What follows belongs to an exercise in optimizing a design on an open flow for small area, a short achievable clock period and few clock cycles; a production flow would make more cautious choices. Only simulation tests tie the RTL to the original design; equivalence was not proved. Power is estimated from default activity; no workload was simulated.

== pine ==
==> module dmc_top, before the edit <==
module dmc_top (
    input         clk_i,
    input         rst_n_i,
    input         start_i,
    input         read_i,
    input         write_i,
    input  [31:0] address_i,
    input  [31:0] data_i,
    output [31:0] data_o,
    output        ready_o,
    output        mem_read_o,
    output        mem_write_o,
    output [31:0] mem_address_o,
    output [31:0] mem_data_o,
    input  [31:0] mem_data_i
);
reg [31:0]  store [0:15];      
reg [27:0]  tag   [0:3];
reg [3:0]   pres  [0:3];       
reg [3:0]   dirty;
reg        busy;               
reg        rdy;                
reg        mrd;                
reg [31:0] dreg;               
reg [31:0] wdat;               
reg        byp;                
reg        nbyp;               
reg        pw_v;
reg [3:0]  pw_a;               
reg        pw_mem;             
reg [27:0] vtag;               
reg [3:0]  ra_a;               
reg [3:0]  mm;                 
reg [3:0]  av;                 
reg [1:0]  wp;                 
reg [15:0] wsel;               
reg [31:0] mdo;                
reg        ord, owr;           
reg [1:0]  oj;                 
wire [1:0]  idx = address_i[3:2];
wire [1:0]  off = address_i[1:0];
wire [27:0] tg  = address_i[31:4];
wire        req = rdy && start_i && (read_i || write_i);
wire        rd  = read_i;
wire        wr  = !read_i;
wire [3:0]  match;
wire [15:0] asel;
wire [15:0] sel;
genvar g;
generate
    for (g = 0; g < 4; g = g + 1) begin : cmp
        assign match[g] = (tag[g] == tg);
    end
    for (g = 0; g < 16; g = g + 1) begin : dec
        assign asel[g] = address_i[3:0] == g;
        assign sel[g]  = (rdy && asel[g]) || wsel[g];
    end
endgenerate
wire [3:0]  lv, lh, ld, lp;
generate
    for (g = 0; g < 4; g = g + 1) begin : line_state
        assign lv[g] = |pres[g];
        assign lh[g] = lv[g] && match[g];
        assign ld[g] = lv[g] && !match[g] && dirty[g];
        assign lp[g] = lh[g] && pres[g][off];
    end
endgenerate
wire [3:0]  pi      = pres[idx];
wire        dm      = ld[idx];
wire        present = lp[idx];
wire [31:0] wbus = pw_mem ? mem_data_i : wdat;
reg  [31:0] rword;
integer k;
always @(*) begin
    rword = 32'd0;
    for (k = 0; k < 16; k = k + 1)
        rword = rword | ({32{sel[k]}} & store[k]);
end
wire        rfwd   = pw_v && (pw_a == address_i[3:0]);
wire        mfwd   = pw_v && (pw_a == {ra_a[3:2], wp});
wire [3:0]  mi     = ~pi;
wire [1:0]  mij    = mi[0] ? 2'd0 : mi[1] ? 2'd1 : mi[2] ? 2'd2 : 2'd3;
wire [1:0]  mmj    = mm[0] ? 2'd0 : mm[1] ? 2'd1 : mm[2] ? 2'd2 : 2'd3;
wire        wavail = av[wp] || (pw_v && pw_a[1:0] == wp);
wire        last   = owr && oj == 2'd3;
wire        issue_w = !last && mm == 4'd0 && wavail;
wire [1:0]  wp_n   = issue_w ? wp + 2'd1 : wp;
assign ready_o       = rdy;
assign data_o        = ({32{byp}} & mem_data_i) | ({32{nbyp}} & dreg);
assign mem_read_o    = (rdy && start_i && read_i) || mrd;
assign mem_write_o   = owr;
assign mem_address_o = ({32{rdy}} & address_i) | ({32{busy}} & {vtag, ra_a[3:2], oj});
assign mem_data_o    = mdo;
always @(posedge clk_i) begin
    if (pw_v)
        store[pw_a] <= wbus;
    if (req && rd)
        dreg <= rfwd ? wbus : rword;
    else if (byp)
        dreg <= mem_data_i;
    if (req && wr)
        wdat <= data_i;
    else if (busy && byp)
        wdat <= mem_data_i;
    mdo <= mfwd ? wbus : rword;
    byp  <= req && rd && !present;
    nbyp <= !(req && rd && !present);
    pw_v <= 1'b0;
    if (!busy) begin
        vtag <= tag[idx];
        ra_a <= address_i[3:0];
        av   <= pi;
        ord  <= mi != 4'd0;
        mrd  <= req && dm && mi != 4'd0;
        owr  <= 1'b0;
        oj   <= mij;
        mm   <= mi & ~(4'd1 << mij);
        wp   <= 2'd0;
        wsel <= (req && dm) ? 16'd1 << {idx, 2'd0} : 16'd0;
    end
    if (req) begin
        tag[idx] <= tg;
        pw_a   <= address_i[3:0];
        pw_mem <= rd;
        if (dm) begin
            busy <= 1'b1;
            rdy  <= 1'b0;
        end else
            pw_v <= wr || !present;
        for (k = 0; k < 4; k = k + 1)
            if (idx == k) begin
                pres[k]  <= (lh[k] ? pres[k] : 4'd0) | (4'd1 << off);
                dirty[k] <= (lh[k] && dirty[k]) || wr;
            end
    end
    if (busy) begin
        if (pw_v)
            av[pw_a[1:0]] <= 1'b1;
        if (ord) begin
            pw_v   <= 1'b1;
            pw_a   <= {ra_a[3:2], oj};
            pw_mem <= 1'b1;
        end
        wp   <= wp_n;
        wsel <= last ? 16'd0 : 16'd1 << {ra_a[3:2], wp_n};
        if (last) begin
            busy   <= 1'b0;
            rdy    <= 1'b1;
            mrd    <= 1'b0;
            ord    <= 1'b0;
            owr    <= 1'b0;
            pw_v   <= 1'b1;
            pw_a   <= ra_a;
            pw_mem <= 1'b0;
        end else if (mm != 4'd0) begin
            ord    <= 1'b1;
            mrd    <= 1'b1;
            owr    <= 1'b0;
            oj     <= mmj;
            mm     <= mm & ~(4'd1 << mmj);
        end else begin
            ord    <= 1'b0;
            mrd    <= 1'b0;
            owr    <= issue_w;
            oj     <= wp;
        end
    end
    if (!rst_n_i) begin
        busy <= 1'b0;
        rdy  <= 1'b1;
        mrd  <= 1'b0;
        byp  <= 1'b0;
        nbyp <= 1'b1;
        pw_v <= 1'b0;
        owr  <= 1'b0;
        wsel <= 16'd0;
        for (k = 0; k < 4; k = k + 1)
            pres[k] <= 4'd0;
    end
end
endmodule
==> flow/config.mk <==
export PLATFORM = sky130hd
export DESIGN_NAME = dmc_top
export DESIGN_NICKNAME = dmc_top
export VERILOG_FILES = /design/flow/design.v
export SDC_FILE = /design/flow/constraint.sdc
export NUM_CORES = 4
export LEC_CHECK = 0
export CAP_MARGIN = 20
export CORE_MARGIN = 2
export CORE_UTILIZATION = 40
export SETUP_SLACK_MARGIN = 2.0
export SLEW_MARGIN = 20
==> flow/constraint.sdc <==
create_clock -name core_clock -period 5.0 [get_ports {clk_i}]
set_input_delay 1.0000 -clock core_clock [delete_from_list [all_inputs] [get_ports {clk_i}]]
set_output_delay 1.0000 -clock core_clock [all_outputs]
set_load 0.01 [all_outputs]
standard.sh (not shown) runs the stock make flow with config.mk's settings and CLKGATE_MAP_FILE= SYNTH_SCRIPT=/design/flow/synth_recipe.tcl, a recipe that flattens the netlist after the stock synthesis.
==> flow/flow/run.sh <==
#!/bin/bash
# The standard layout, with the ports buffered by plain buffers instead of the
# delay cells buffer_ports picks by default.
set -euo pipefail
export BUFFER_PORTS_ARGS="-buffer_cell sky130_fd_sc_hd__buf_4"
bash standard.sh > standard.log 2>&1
Testbench counts of pine, summed over its fixed seeds: cycles 8,771.
#### Input delta (cedar over pine)
-- flow/design.v --
<<< pine, line 57
    end
endgenerate
wire [3:0]  lv, lh, ld, lp;
generate
    for (g = 0; g < 4; g = g + 1) begin : line_state
        assign lv[g] = |pres[g];
        assign lh[g] = lv[g] && match[g];
        assign ld[g] = lv[g] && !match[g] && dirty[g];
        assign lp[g] = lh[g] && pres[g][off];
    end
endgenerate
wire [3:0]  pi      = pres[idx];
wire        dm      = ld[idx];
wire        present = lp[idx];
wire [31:0] wbus = pw_mem ? mem_data_i : wdat;
reg  [31:0] rword;
>>> cedar, line 57
    end
endgenerate
wire [3:0]  pi      = pres[idx];
wire        valid   = |pi;
wire        thit    = valid && match[idx];
wire        dm      = valid && !match[idx] && dirty[idx];
wire        present = thit && pi[off];
wire [31:0] wbus = pw_mem ? mem_data_i : wdat;
reg  [31:0] rword;
<<< pine, line 88
assign ready_o       = rdy;
assign data_o        = ({32{byp}} & mem_data_i) | ({32{nbyp}} & dreg);
assign mem_read_o    = (rdy && start_i && read_i) || mrd;
assign mem_write_o   = owr;
assign mem_address_o = ({32{rdy}} & address_i) | ({32{busy}} & {vtag, ra_a[3:2], oj});
>>> cedar, line 81
assign ready_o       = rdy;
assign data_o        = ({32{byp}} & mem_data_i) | ({32{nbyp}} & dreg);
assign mem_read_o    = mrd;
assign mem_write_o   = owr;
assign mem_address_o = ({32{rdy}} & address_i) | ({32{busy}} & {vtag, ra_a[3:2], oj});
<<< pine, line 112
        av   <= pi;
        ord  <= mi != 4'd0;
        mrd  <= req && dm && mi != 4'd0;
        owr  <= 1'b0;
        oj   <= mij;
>>> cedar, line 105
        av   <= pi;
        ord  <= mi != 4'd0;
        mrd  <= !(req && dm) || mi != 4'd0;
        owr  <= 1'b0;
        oj   <= mij;
<<< pine, line 128
        end else
            pw_v <= wr || !present;
        for (k = 0; k < 4; k = k + 1)
            if (idx == k) begin
                pres[k]  <= (lh[k] ? pres[k] : 4'd0) | (4'd1 << off);
                dirty[k] <= (lh[k] && dirty[k]) || wr;
            end
    end
    if (busy) begin
>>> cedar, line 121
        end else
            pw_v <= wr || !present;
        pres[idx]  <= (thit ? pi : 4'd0) | (4'd1 << off);
        dirty[idx] <= (thit && dirty[idx]) || wr;
    end
    if (busy) begin
<<< pine, line 147
            busy   <= 1'b0;
            rdy    <= 1'b1;
            mrd    <= 1'b0;
            ord    <= 1'b0;
            owr    <= 1'b0;
>>> cedar, line 137
            busy   <= 1'b0;
            rdy    <= 1'b1;
            mrd    <= 1'b1;
            ord    <= 1'b0;
            owr    <= 1'b0;
<<< pine, line 169
        busy <= 1'b0;
        rdy  <= 1'b1;
        mrd  <= 1'b0;
        byp  <= 1'b0;
        nbyp <= 1'b1;
>>> cedar, line 159
        busy <= 1'b0;
        rdy  <= 1'b1;
        mrd  <= 1'b1;
        byp  <= 1'b0;
        nbyp <= 1'b1;
[summary]
cedar ends up with a actual transition at the worst max-transition pin that is 0.059 ns lower than in pine. Per the comparison of cedar with pine, portion of the clock cycle consumed by the worst path in the final layout fell by 1.3 points, number of distinct library cells after synthesis rose by about 14%, last weighted congestion value of the routability-driven placer fell by about 7%. cedar vs pine — fraction of area in registers rose 0.51 points. Compare cedar and pine | share of total power in sequential cells higher: cedar. Post-route cell area is higher on pine. [compare] base=pine new=cedar: routed wire length flat; post-placement worst setup slack now sits higher; register-to-register setup slack up 0.02 ns; number of search-and-repair iterations in the first detailed-routing pass went down 1; fmax now sits higher. Per the comparison of cedar with pine, relative contribution of combinational cells to total power moved up, largest fanout of any net on the critical path grew by 18.
Testbench counts of cedar, summed over its fixed seeds: cycles 8,771.

-- afterwards: timing with drivers on the ports --
The results above use ideal ports. As a check the final layouts listed here were re-extracted and re-timed, cells and wires unchanged. Step 1 (the two cells are an assumption about what drives the block):
set clk [get_ports {clk_i}]
set_driving_cell -lib_cell sky130_fd_sc_hd__clkbuf_16 $clk
set_driving_cell -lib_cell sky130_fd_sc_hd__buf_2 [delete_from_list [all_inputs] $clk]
Step 2 also shifts input and output timing later by t, the mid clock arrival at the registers, as if the neighbouring blocks saw the same clock. Slacks: no drivers / after step 1 / after step 2; pairs: no drivers / after step 1.
run | t, ns | setup slack, ns | clock arrival spread, ns | worst register clock-pin slew, ns
pine | 0.704 | 2.013 / 2.019 / 1.340 | 0.046 / 0.046 | 0.07 / 0.07
cedar | 0.698 | 2.077 / 2.030 / 1.409 | 0.017 / 0.017 | 0.07 / 0.07
After both steps every run listed still meets setup and hold. For pine, which loses most, drivers alone change the setup slack by +0.006 ns; drivers and shift together by -0.673 ns.
